Context: an optimization exercise on an open-source flow, tuned for small area, a short achievable clock period and few clock cycles. The choices shown serve that exercise and are no tape-out recipe. Power figures rest on the tool's default switching activity, not on a simulated workload.

Setup of the previous run:
==> flow/design.v <==
`timescale 1ns/10ps
module  ATCONV(
	input		clk,
	input		reset,
	output	reg	busy,
	input		ready,
	output reg	[11:0]	iaddr,
	input signed [12:0]	idata,
	output	reg 	cwr,
	output  reg	[11:0]	caddr_wr,
	output reg 	[12:0] 	cdata_wr,
	output	 	crd,
	output 	[11:0] 	caddr_rd,
	input 	[12:0] 	cdata_rd,
	output reg 	csel
	);
assign crd = 1'b0;
assign caddr_rd = 12'd0;
localparam [12:0] BIAS = 13'h1FF4;    
localparam [12:0] NBIAS = 13'h000C;   
reg        done;        
reg        ending;      
reg  [5:0] bi;          
reg        g;           
reg        p0, p1, p2;  
reg        vm1;         
reg        c_fl;        
wire [5:0] x = iaddr[5:0];
reg  [12:0] din;         
wire hold = reset | ~busy & ~ready;
wire       col_end = p2 & g;                       
wire       row_end = col_end & ~vm1 & (x == 6'd63);
wire [4:0] bip = bi[4:0] + 5'd1;
wire [4:0] bim = bi[4:0] - 5'd1;
wire       vm1_n = row_end | vm1 & ~col_end;
wire [5:0] x_n = (col_end & ~vm1) ? x + 6'd1 : x;   
wire [5:0] row_n = p0 ? {bi[4:0], g} :
                   p1 ? ((bi[4:0] == 5'd31) ? 6'd63 : {bip, g}) :
                   row_end ? {bi[4:0], 1'b0} :
                   (bi[4:0] == 5'd0) ? 6'd0 : {bim, ~g};
always @(posedge clk) begin
	if (hold) begin
		bi <= 6'd0;
		g <= 1'b0;
		p0 <= 1'b1; p1 <= 1'b0; p2 <= 1'b0;
		vm1 <= 1'b1;
		c_fl <= 1'b1;
		iaddr <= 12'd0;
	end else begin
		if (row_end) bi <= bi + 6'd1;
		if (p2) g <= ~g;
		p0 <= p2; p1 <= p0; p2 <= p1;
		vm1 <= vm1_n;
		c_fl <= vm1_n | (x_n == 6'd0);
		iaddr <= {row_n, x_n};
	end
end
always @(posedge clk) begin
	if (reset) begin
		busy <= 1'b0;
		done <= 1'b0;
	end else begin
		if (~busy & ~done & ready) busy <= 1'b1;
		if (ending) begin
			busy <= 1'b0;
			done <= 1'b1;
		end
	end
end
reg f_valid, f_valid2;
always @(posedge clk) begin
	if (reset) begin
		f_valid <= 1'b0;
		f_valid2 <= 1'b0;
	end else begin
		f_valid <= c_fl ? (bi != 6'd0) : ~(~vm1 & (x == 6'd1));
		f_valid2 <= f_valid;
	end
end
reg [12:7] din_h;
reg        fl_lo, fl_hi;
always @(posedge clk) begin
	din <= idata;
	din_h <= din[12:7];
	fl_lo <= c_fl;
	fl_hi <= fl_lo;
end
reg  [12:0] sf0, sf1, sf2, sf3;
reg  [12:0] pf0, pf1, pf2, pf3;
reg  [12:0] acc_s, acc_c, acc_o;
reg         cy_s, cy_c, cy_o;   
wire [12:0] sterm = p2 ? {2'b0, din[12:2]} : {4'b0, din[12:4]};
wire [12:0] nsterm = ~sterm;
wire [12:0] cterm = p2 ? din : ~{3'b0, din[12:3]};
wire [12:0] left  = fl_lo ? sf3 : sf1;
wire [12:0] o_add = ~fl_lo ? nsterm :
                    p1 ? (vm1 ? sf3 : sf1) :
                    p2 ? NBIAS : 13'd0;
wire [12:0] dh      = {din_h, 7'd0};
wire [12:0] sterm_h = p0 ? {2'b0, dh[12:2]} : {4'b0, dh[12:4]};
wire [12:0] nsterm_h = ~sterm_h;
wire [12:0] cterm_h = p0 ? dh : ~{3'b0, dh[12:3]};
wire [12:0] left_h  = fl_hi ? sf3 : sf1;
wire [12:0] o_add_h = ~fl_hi ? nsterm_h :
                      p2 ? (vm1 ? sf3 : sf1) : 13'd0;
function [7:0] add7;
	input [6:0] a, b;
	input       ci;
	reg   [6:0] p, gg, pp;
	integer     k, i, j;
	begin
		p  = a ^ b;
		gg = a & b;
		gg[0] = gg[0] | (p[0] & ci);
		pp = p;
		for (k = 0; k < 3; k = k + 1)
			for (i = 0; i < 7; i = i + 1)
				if (i[k]) begin
					j = ((i >> k) << k) - 1;
					gg[i] = gg[i] | (pp[i] & gg[j]);
					pp[i] = pp[i] & pp[j];
				end
		add7 = {gg[6], p ^ {gg[5:0], ci}};
	end
endfunction
function [5:0] add6;
	input [5:0] a, b;
	input       ci;
	reg   [5:0] p, gg, pp;
	integer     k, i, j;
	begin
		p  = a ^ b;
		gg = a & b;
		gg[0] = gg[0] | (p[0] & ci);
		pp = p;
		for (k = 0; k < 3; k = k + 1)
			for (i = 0; i < 6; i = i + 1)
				if (i[k]) begin
					j = ((i >> k) << k) - 1;
					gg[i] = gg[i] | (pp[i] & gg[j]);
					pp[i] = pp[i] & pp[j];
				end
		add6 = p ^ {gg[4:0], ci};
	end
endfunction
wire [7:0] s_lo = add7(p1 ? BIAS[6:0] : acc_s[6:0], nsterm[6:0], 1'b1);
wire [7:0] c_lo = add7(p1 ? left[6:0] : acc_c[6:0], cterm[6:0], ~p2);
wire [7:0] o_lo = add7(p1 ? pf1[6:0] : acc_o[6:0], o_add[6:0], ~fl_lo);
wire [5:0] s_hi = add6(p2 ? BIAS[12:7] : acc_s[12:7], nsterm_h[12:7], cy_s);
wire [5:0] c_hi = add6(p2 ? left_h[12:7] : acc_c[12:7], cterm_h[12:7], cy_c);
wire [5:0] o_hi = add6(p2 ? pf1[12:7] : acc_o[12:7], o_add_h[12:7], cy_o);
always @(posedge clk) begin
	{cy_s, acc_s[6:0]} <= s_lo;
	{cy_c, acc_c[6:0]} <= c_lo;
	{cy_o, acc_o[6:0]} <= o_lo;
	acc_s[12:7] <= s_hi;
	acc_c[12:7] <= c_hi;
	acc_o[12:7] <= o_hi;
end
wire finish = busy & p1;
wire finish_h = busy & p2;
always @(posedge clk) begin
	if (finish) begin
		sf0[6:0] <= sf1[6:0]; sf1[6:0] <= sf2[6:0]; sf2[6:0] <= sf3[6:0]; sf3[6:0] <= acc_s[6:0];
		pf0[6:0] <= pf1[6:0]; pf1[6:0] <= pf2[6:0]; pf2[6:0] <= pf3[6:0]; pf3[6:0] <= acc_c[6:0];
	end
	if (finish_h) begin
		sf0[12:7] <= sf1[12:7]; sf1[12:7] <= sf2[12:7]; sf2[12:7] <= sf3[12:7]; sf3[12:7] <= acc_s[12:7];
		pf0[12:7] <= pf1[12:7]; pf1[12:7] <= pf2[12:7]; pf2[12:7] <= pf3[12:7]; pf3[12:7] <= acc_c[12:7];
	end
end
reg  [11:0] mx;
reg         wr0_h, l1;
wire        wr0 = finish & f_valid2 & ~ending;
wire [11:0] l0v = acc_o[12] ? 12'd0 : {acc_o[11:7], cdata_wr[6:0]};
always @(posedge clk) begin
	if (reset) begin
		cwr <= 1'b0;
		csel <= 1'b1;
		caddr_wr <= 12'h3FF;
		wr0_h <= 1'b0;
		l1 <= 1'b0;
		ending <= 1'b0;
	end else begin
		wr0_h <= wr0;
		l1 <= wr0_h & ~csel & ~caddr_wr[6] & caddr_wr[0];
		cwr <= wr0_h | l1;
		if (wr0)
			cdata_wr[6:0] <= acc_o[6:0];
		if (wr0_h) begin
			cdata_wr <= {1'b0, l0v};
			csel <= 1'b0;
			if (csel)
				caddr_wr <= {caddr_wr[9:5] + {4'd0, &caddr_wr[4:0]}, 1'b0, caddr_wr[4:0] + 5'd1, 1'b0};
			else if (~caddr_wr[6])
				caddr_wr[6] <= 1'b1;
			else begin
				caddr_wr[6] <= 1'b0;
				caddr_wr[0] <= 1'b1;
			end
		end else if (l1) begin
			cdata_wr <= {{1'b0, mx[11:4]} + {8'd0, mx[3:0] != 4'd0}, 4'd0};
			csel <= 1'b1;
			caddr_wr <= {2'b00, caddr_wr[11:7], caddr_wr[5:1]};
			if ((&caddr_wr[11:7]) & (&caddr_wr[5:1])) ending <= 1'b1;
		end
	end
end
always @(posedge clk) begin
	if (wr0_h & (csel | (l0v > mx)))
		mx <= l0v;
end
endmodule
export LEC_CHECK = 0
export CAP_MARGIN = 20
export CORE_MARGIN = 2
export CORE_UTILIZATION = 40
export PLACE_DENSITY = 0.6
export SETUP_SLACK_MARGIN = 2.7
export SLEW_MARGIN = 20
create_clock -name core_clock -period 5.0 [get_ports {clk}]
run.sh (not shown) runs the stock make flow with config.mk's settings and CLKGATE_MAP_FILE= SYNTH_SCRIPT=/design/flow/synth_recipe.tcl, a recipe that flattens the netlist after the stock synthesis.
The previous run: full flow OK, the timing, DRC and antenna checks passed
Input changes introduced in the current run (baseline for comparison: the previous run):
--- a/flow/design.v
+++ b/flow/design.v
@@ -102,54 +102,14 @@
 wire [12:0] cterm_h = p0 ? dh : ~{3'b0, dh[12:3]};
 wire [12:0] left_h  = fl_hi ? sf3 : sf1;
 wire [12:0] o_add_h = ~fl_hi ? nsterm_h :
                       p2 ? (vm1 ? sf3 : sf1) : 13'd0;
-function [7:0] add7;
-	input [6:0] a, b;
-	input       ci;
-	reg   [6:0] p, gg, pp;
-	integer     k, i, j;
-	begin
-		p  = a ^ b;
-		gg = a & b;
-		gg[0] = gg[0] | (p[0] & ci);
-		pp = p;
-		for (k = 0; k < 3; k = k + 1)
-			for (i = 0; i < 7; i = i + 1)
-				if (i[k]) begin
-					j = ((i >> k) << k) - 1;
-					gg[i] = gg[i] | (pp[i] & gg[j]);
-					pp[i] = pp[i] & pp[j];
-				end
-		add7 = {gg[6], p ^ {gg[5:0], ci}};
-	end
-endfunction
-function [5:0] add6;
-	input [5:0] a, b;
-	input       ci;
-	reg   [5:0] p, gg, pp;
-	integer     k, i, j;
-	begin
-		p  = a ^ b;
-		gg = a & b;
-		gg[0] = gg[0] | (p[0] & ci);
-		pp = p;
-		for (k = 0; k < 3; k = k + 1)
-			for (i = 0; i < 6; i = i + 1)
-				if (i[k]) begin
-					j = ((i >> k) << k) - 1;
-					gg[i] = gg[i] | (pp[i] & gg[j]);
-					pp[i] = pp[i] & pp[j];
-				end
-		add6 = p ^ {gg[4:0], ci};
-	end
-endfunction
-wire [7:0] s_lo = add7(p1 ? BIAS[6:0] : acc_s[6:0], nsterm[6:0], 1'b1);
-wire [7:0] c_lo = add7(p1 ? left[6:0] : acc_c[6:0], cterm[6:0], ~p2);
-wire [7:0] o_lo = add7(p1 ? pf1[6:0] : acc_o[6:0], o_add[6:0], ~fl_lo);
-wire [5:0] s_hi = add6(p2 ? BIAS[12:7] : acc_s[12:7], nsterm_h[12:7], cy_s);
-wire [5:0] c_hi = add6(p2 ? left_h[12:7] : acc_c[12:7], cterm_h[12:7], cy_c);
-wire [5:0] o_hi = add6(p2 ? pf1[12:7] : acc_o[12:7], o_add_h[12:7], cy_o);
+wire [7:0] s_lo = (p1 ? BIAS[6:0] : acc_s[6:0]) + nsterm[6:0] + 8'd1;
+wire [7:0] c_lo = (p1 ? left[6:0] : acc_c[6:0]) + cterm[6:0] + {6'd0, ~p2};
+wire [7:0] o_lo = (p1 ? pf1[6:0]  : acc_o[6:0]) + o_add[6:0] + {6'd0, ~fl_lo};
+wire [5:0] s_hi = (p2 ? BIAS[12:7]  : acc_s[12:7]) + nsterm_h[12:7] + {5'd0, cy_s};
+wire [5:0] c_hi = (p2 ? left_h[12:7] : acc_c[12:7]) + cterm_h[12:7] + {5'd0, cy_c};
+wire [5:0] o_hi = (p2 ? pf1[12:7]   : acc_o[12:7]) + o_add_h[12:7] + {5'd0, cy_o};
 always @(posedge clk) begin
 	{cy_s, acc_s[6:0]} <= s_lo;
 	{cy_c, acc_c[6:0]} <= c_lo;
 	{cy_o, acc_o[6:0]} <= o_lo;
Findings:
The current run -> the previous run: share of the core filled with cells in the final layout flat
The previous run → the current run: maximum net fanout on the critical path went up; actual transition at the worst max-transition pin went up; global-route usage over all layers went up; non-clock buffer count went down.
The higher combinational power came out of the current run.
The current run reports a higher internal power of the cells than the previous run does.
Run comparison: the previous run launching instance or port of the critical path fl_lo$_DFF_P_; the current run launching instance or port of the critical path p1$_SDFF_PP0_
Proportion of cell area occupied by multi-input gates delta for the current run relative to the previous run: 2.1 points higher
Diff the previous run -> the current run: minimum setup slack in the final design shows an increase of 0.059 ns, die area moved up, number of tap cells inserted increased 5.
No run of this note included a check of the RTL's function; only the layout flow was run.

-- port drivers added, routing unchanged --
The flow's constraints put no driver on any port. The routed layouts listed below were extracted and timed again, unchanged, in two steps. Step 1 (the two cells are an assumption about what drives the block):
set clk [get_ports {clk}]
set_driving_cell -lib_cell sky130_fd_sc_hd__clkbuf_16 $clk
set_driving_cell -lib_cell sky130_fd_sc_hd__buf_2 [delete_from_list [all_inputs] $clk]
Step 2 times the ports against the registers' clock, not the clock port: input delays grow and output delays shrink by t, the midpoint of the rising clock arrivals with the driver on. Three values: no drivers, after step 1, after step 2; two values: the first two.
run | t, ns | setup WS [ns] | worst hold slack (ns) | latest minus earliest clock arrival (ns)
the previous run | 0.540 | 2.578 / 2.578 / 2.310 | 0.326 / 0.326 / 0.326 | 0.009 / 0.008
the current run | 0.540 | 2.637 / 2.637 / 2.277 | 0.326 / 0.326 / 0.326 | 0.016 / 0.017
After both steps setup and hold are still met in every run listed. For the current run, which loses most, drivers alone change the setup slack by 0.000 ns; drivers and shift together by -0.360 ns.
